This design comes from an exercise in tuning for small area, a short achievable clock period and few clock cycles on the open sky130 flow, not from production work. In this exercise RTL edits were held to simulation tests only and were not proved equivalent to the original. Power figures rest on the tool's default switching activity, not on a simulated workload.

== red ==
## interpolation
module interpolation (
    input           clk,
    input           RST,
    input           START,
    input   [5:0]   H0,
    input   [5:0]   V0,
    input   [3:0]   SW,
    input   [3:0]   SH,
    output          REN,
    input   [7:0]   R_DATA,
    output  [11:0]  ADDR,
    output  [7:0]   O_DATA,
    output          O_VALID
);
For scale: roughly 610 cells after synthesis, roughly 120 flip-flops, about 7000 µm² of cells after synthesis.
Settings: LEC_CHECK=0, CAP_MARGIN=20, CORE_MARGIN=2, CORE_UTILIZATION=40, SLEW_MARGIN=60; clock period 32.0 ns.
standard.sh (not shown) runs the stock make flow with config.mk's settings and CLKGATE_MAP_FILE= SYNTH_SCRIPT=/design/flow/synth_recipe.tcl, a recipe that flattens the netlist after the stock synthesis.
==> flow/flow/run.sh <==
#!/bin/bash
# Standard ORFS flow with buf_2 port buffers and a clock tree of clkbuf_8
# cells. The make output goes to flow_make.log here; ORFS logs each tool
# under orfs/logs/.
set -euo pipefail
export BUFFER_PORTS_ARGS="-buffer_cell sky130_fd_sc_hd__buf_2"
export CTS_ARGS="-sink_clustering_enable -repair_clock_nets -buf_list sky130_fd_sc_hd__clkbuf_16 -sink_clustering_size 30 -sink_clustering_max_diameter 150"
bash standard.sh > flow_make.log 2>&1
Having completed the whole flow, red delivered a layout that passed the timing, design-rule and antenna checks.
Testbench counts of red, summed over its fixed seeds: cycles 87,218.
[inputs] blue vs red
==> flow/flow/run.sh <==
#!/bin/bash
# Standard ORFS flow with buf_2 port buffers and a clock tree of clkbuf_8
# cells. The make output goes to flow_make.log here; ORFS logs each tool
# under orfs/logs/.
set -euo pipefail
export BUFFER_PORTS_ARGS="-buffer_cell sky130_fd_sc_hd__buf_2"
export CTS_ARGS="-sink_clustering_enable -repair_clock_nets -root_buf sky130_fd_sc_hd__clkbuf_16 -buf_list sky130_fd_sc_hd__clkbuf_8 -sink_clustering_size 20 -sink_clustering_max_diameter 100 -balance_levels"
bash standard.sh > flow_make.log 2>&1
### Flow results
blue completed end to end with timing, DRC and antenna clean. On met2 layer wire length in the routed design, blue tracks red almost exactly. met3 global-route usage ended up 0.56 points higher on blue than on red. On total global-route track usage, red tracks blue almost exactly. blue ended with less endpoint arrival time on the critical path than red. Compared with red, placement density in the core of blue is lower. red leaves less setup margin than blue. Source of the critical timing path = addr[8]: blue; source of the critical timing path = addr[0]: red. As far as y dimension of the die goes, blue and red are indistinguishable; the numbers are identical. Comparing blue against red, there is no change at all in quantity of hold-fixing buffers added after cts. Comparing blue with red, the power drawn by the combinational cells came out essentially unchanged. blue ends up with lower fraction of power consumed by the clock network than red does. Time the worst path needs with I/O delays and setup on blue is ahead of red.
#### Input delta (green over blue)
==> flow/flow/run.sh <==
#!/bin/bash
# Standard ORFS flow with buf_2 port buffers and a clock tree of clkbuf_8
# cells. The make output goes to flow_make.log here; ORFS logs each tool
# under orfs/logs/.
set -euo pipefail
export BUFFER_PORTS_ARGS="-buffer_cell sky130_fd_sc_hd__buf_2"
export CTS_ARGS="-sink_clustering_enable -repair_clock_nets -buf_list sky130_fd_sc_hd__clkbuf_8"
bash standard.sh > flow_make.log 2>&1
diff --git a/flow/config.mk b/flow/config.mk
--- a/flow/config.mk
+++ b/flow/config.mk
@@ -9,3 +9,3 @@
 export CORE_MARGIN = 2
-export CORE_UTILIZATION = 40
+export CORE_UTILIZATION = 60
 export SLEW_MARGIN = 60
Results
green — power share of the clock group 0.7 points lower, blue as reference
The cell area power density was comparable across green and blue.
Between green and blue, the clock skew figures differ only marginally.
Compared with blue, green ends up with less cell area.
The global routing met2 resource utilization number comes out lower for blue vs green.
green -> blue: synthesized cell count delta 0, exact match
From blue to green the numbers moved as follows: total length of routed wires decreased by about 7% relative to the old numbers; share of the final layout cell area in multi-input gates increased by 0.71 points relative to the old numbers.

========
oak:
interpolation, a different RTL version from the one above (not shown whole).
Size in the first run: ~590 cells after synthesis, ~120 flip-flops, roughly 6900 µm² of cells after synthesis.
Settings: LEC_CHECK=0, CAP_MARGIN=20, CORE_MARGIN=2, CORE_UTILIZATION=40, SLEW_MARGIN=40; clock period 32.0 ns.
==> flow/flow/run.sh <==
#!/bin/bash
# Standard ORFS flow with buf_2 port buffers and a clock tree of clkbuf_4
# leaf cells under a clkbuf_16 root, without dummy loads. The make output goes to flow_make.log here; ORFS logs each tool
# under orfs/logs/.
set -euo pipefail
export BUFFER_PORTS_ARGS="-buffer_cell sky130_fd_sc_hd__buf_2"
export CTS_ARGS="-sink_clustering_enable -repair_clock_nets -root_buf sky130_fd_sc_hd__clkbuf_16 -buf_list sky130_fd_sc_hd__clkbuf_4 -dont_use_dummy_load"
bash standard.sh > flow_make.log 2>&1
Testbench counts of oak, summed over its fixed seeds: cycles 87,218.
Modified inputs, pine compared to oak
==> flow/flow/run.sh <==
#!/bin/bash
# Standard ORFS flow with buf_2 port buffers and a clock tree of clkbuf_8
# cells. The make output goes to flow_make.log here; ORFS logs each tool
# under orfs/logs/.
set -euo pipefail
export BUFFER_PORTS_ARGS="-buffer_cell sky130_fd_sc_hd__buf_2"
export CTS_ARGS="-sink_clustering_enable -repair_clock_nets -root_buf sky130_fd_sc_hd__clkbuf_8 -buf_list sky130_fd_sc_hd__clkbuf_8 -dont_use_dummy_load"
bash standard.sh > flow_make.log 2>&1
diff --git a/flow/config.mk b/flow/config.mk
--- a/flow/config.mk
+++ b/flow/config.mk
@@ -11 +11 @@
-export SLEW_MARGIN = 40
+export SLEW_MARGIN = 60
==> notes.md <==
Summary of pine over oak: final design instance area without fill rose by 96 µm²; part of the total power dissipated in sequential elements fell by 1.0 points. The violation count after the first detailed-route iteration of pine was inferior to that of oak. | storage element area | oak vs pine | ≈ equal |. Wire length ended up 160 µm higher on pine than on oak. Post-route clock skew delta for pine relative to oak: 0.0085 ns lower. Final critical delay including setup and external delays: oak and pine compared, higher one is oak.
## Diff of input files: birch against pine
diff --git a/flow/flow/run.sh b/flow/flow/run.sh
--- a/flow/flow/run.sh
+++ b/flow/flow/run.sh
@@ -7 +7 @@
-export CTS_ARGS="-sink_clustering_enable -repair_clock_nets -root_buf sky130_fd_sc_hd__clkbuf_8 -buf_list sky130_fd_sc_hd__clkbuf_8 -dont_use_dummy_load"
+export CTS_ARGS="-sink_clustering_enable -repair_clock_nets -root_buf sky130_fd_sc_hd__clkbuf_16 -buf_list sky130_fd_sc_hd__clkbuf_8 -dont_use_dummy_load"
### Flow results
Taking pine as the reference, in birch DRC violation total after the first TritonRoute iteration climbed 0.60%, minimum clock period lower. | routability congestion estimate from global placement | birch vs pine | ≈ equal |. Between pine and birch, final cycle utilization of the critical path decreased. Reported for pine and birch, met3 track demand over resource turned out identical to the last digit. pine and birch ended up with nearly the same worst IR drop on VDD. Changes observed in birch relative to pine: number of vias per cell held, final worst setup slack increased 0.072 ns, clock skew held, share of power burned in combinational logic down 0.2 points. birch finished every stage and its layout cleared the timing, design-rule and antenna checks.
The inputs of maple differ from those of birch as listed below.
diff --git a/flow/flow/run.sh b/flow/flow/run.sh
--- a/flow/flow/run.sh
+++ b/flow/flow/run.sh
@@ -7 +7 @@
-export CTS_ARGS="-sink_clustering_enable -repair_clock_nets -root_buf sky130_fd_sc_hd__clkbuf_16 -buf_list sky130_fd_sc_hd__clkbuf_8 -dont_use_dummy_load"
+export CTS_ARGS="-sink_clustering_enable -repair_clock_nets -root_buf sky130_fd_sc_hd__clkbuf_8 -buf_list sky130_fd_sc_hd__clkbuf_4 -dont_use_dummy_load"
Notes after the runs:
maple -> birch: worst hold slack flat
Against birch, the final cell area of maple is lower.
Total power ends up lower on maple.
maple ends up with higher final critical-path share of the clock period than birch does.

[separate check: timing with driven ports]
Ports are ideal in the flow. The routed layouts listed here were re-timed in OpenROAD.
Step 1 sets driving cells, clkbuf_16 on the clock port and buf_2 on the other inputs (assumed; they add their load-dependent delay and slew).
Step 2 moves the port delays by t, midway between the first and last clock arrival at a register: inputs arrive t later, outputs are due t later. That takes back most of the time a late clock gives input paths.
a / b / c = ideal / step 1 / step 2; a / b = the first two.
| run | t, ns | setup WS [ns] | worst slew at a driven data input, ns |
|---|---|---|---|
| red | 0.449 | 24.757 / 24.719 / 24.539 | 0.04 |
| blue | 0.401 | 24.802 / 24.763 / 24.539 | 0.04 |
| green | 0.467 | 24.745 / 24.708 / 24.567 | 0.04 |
| oak | 0.385 | 24.720 / 24.737 / 24.352 | 0.04 |
| pine | 0.461 | 24.730 / 24.695 / 24.470 | 0.04 |
| birch | 0.393 | 24.802 / 24.763 / 24.469 | 0.04 |
| maple | 0.439 | 24.731 / 24.696 / 24.475 | 0.04 |
After both steps every run listed still meets setup and hold. For oak, which loses most, drivers alone change the setup slack by +0.017 ns; drivers and shift together by -0.368 ns.
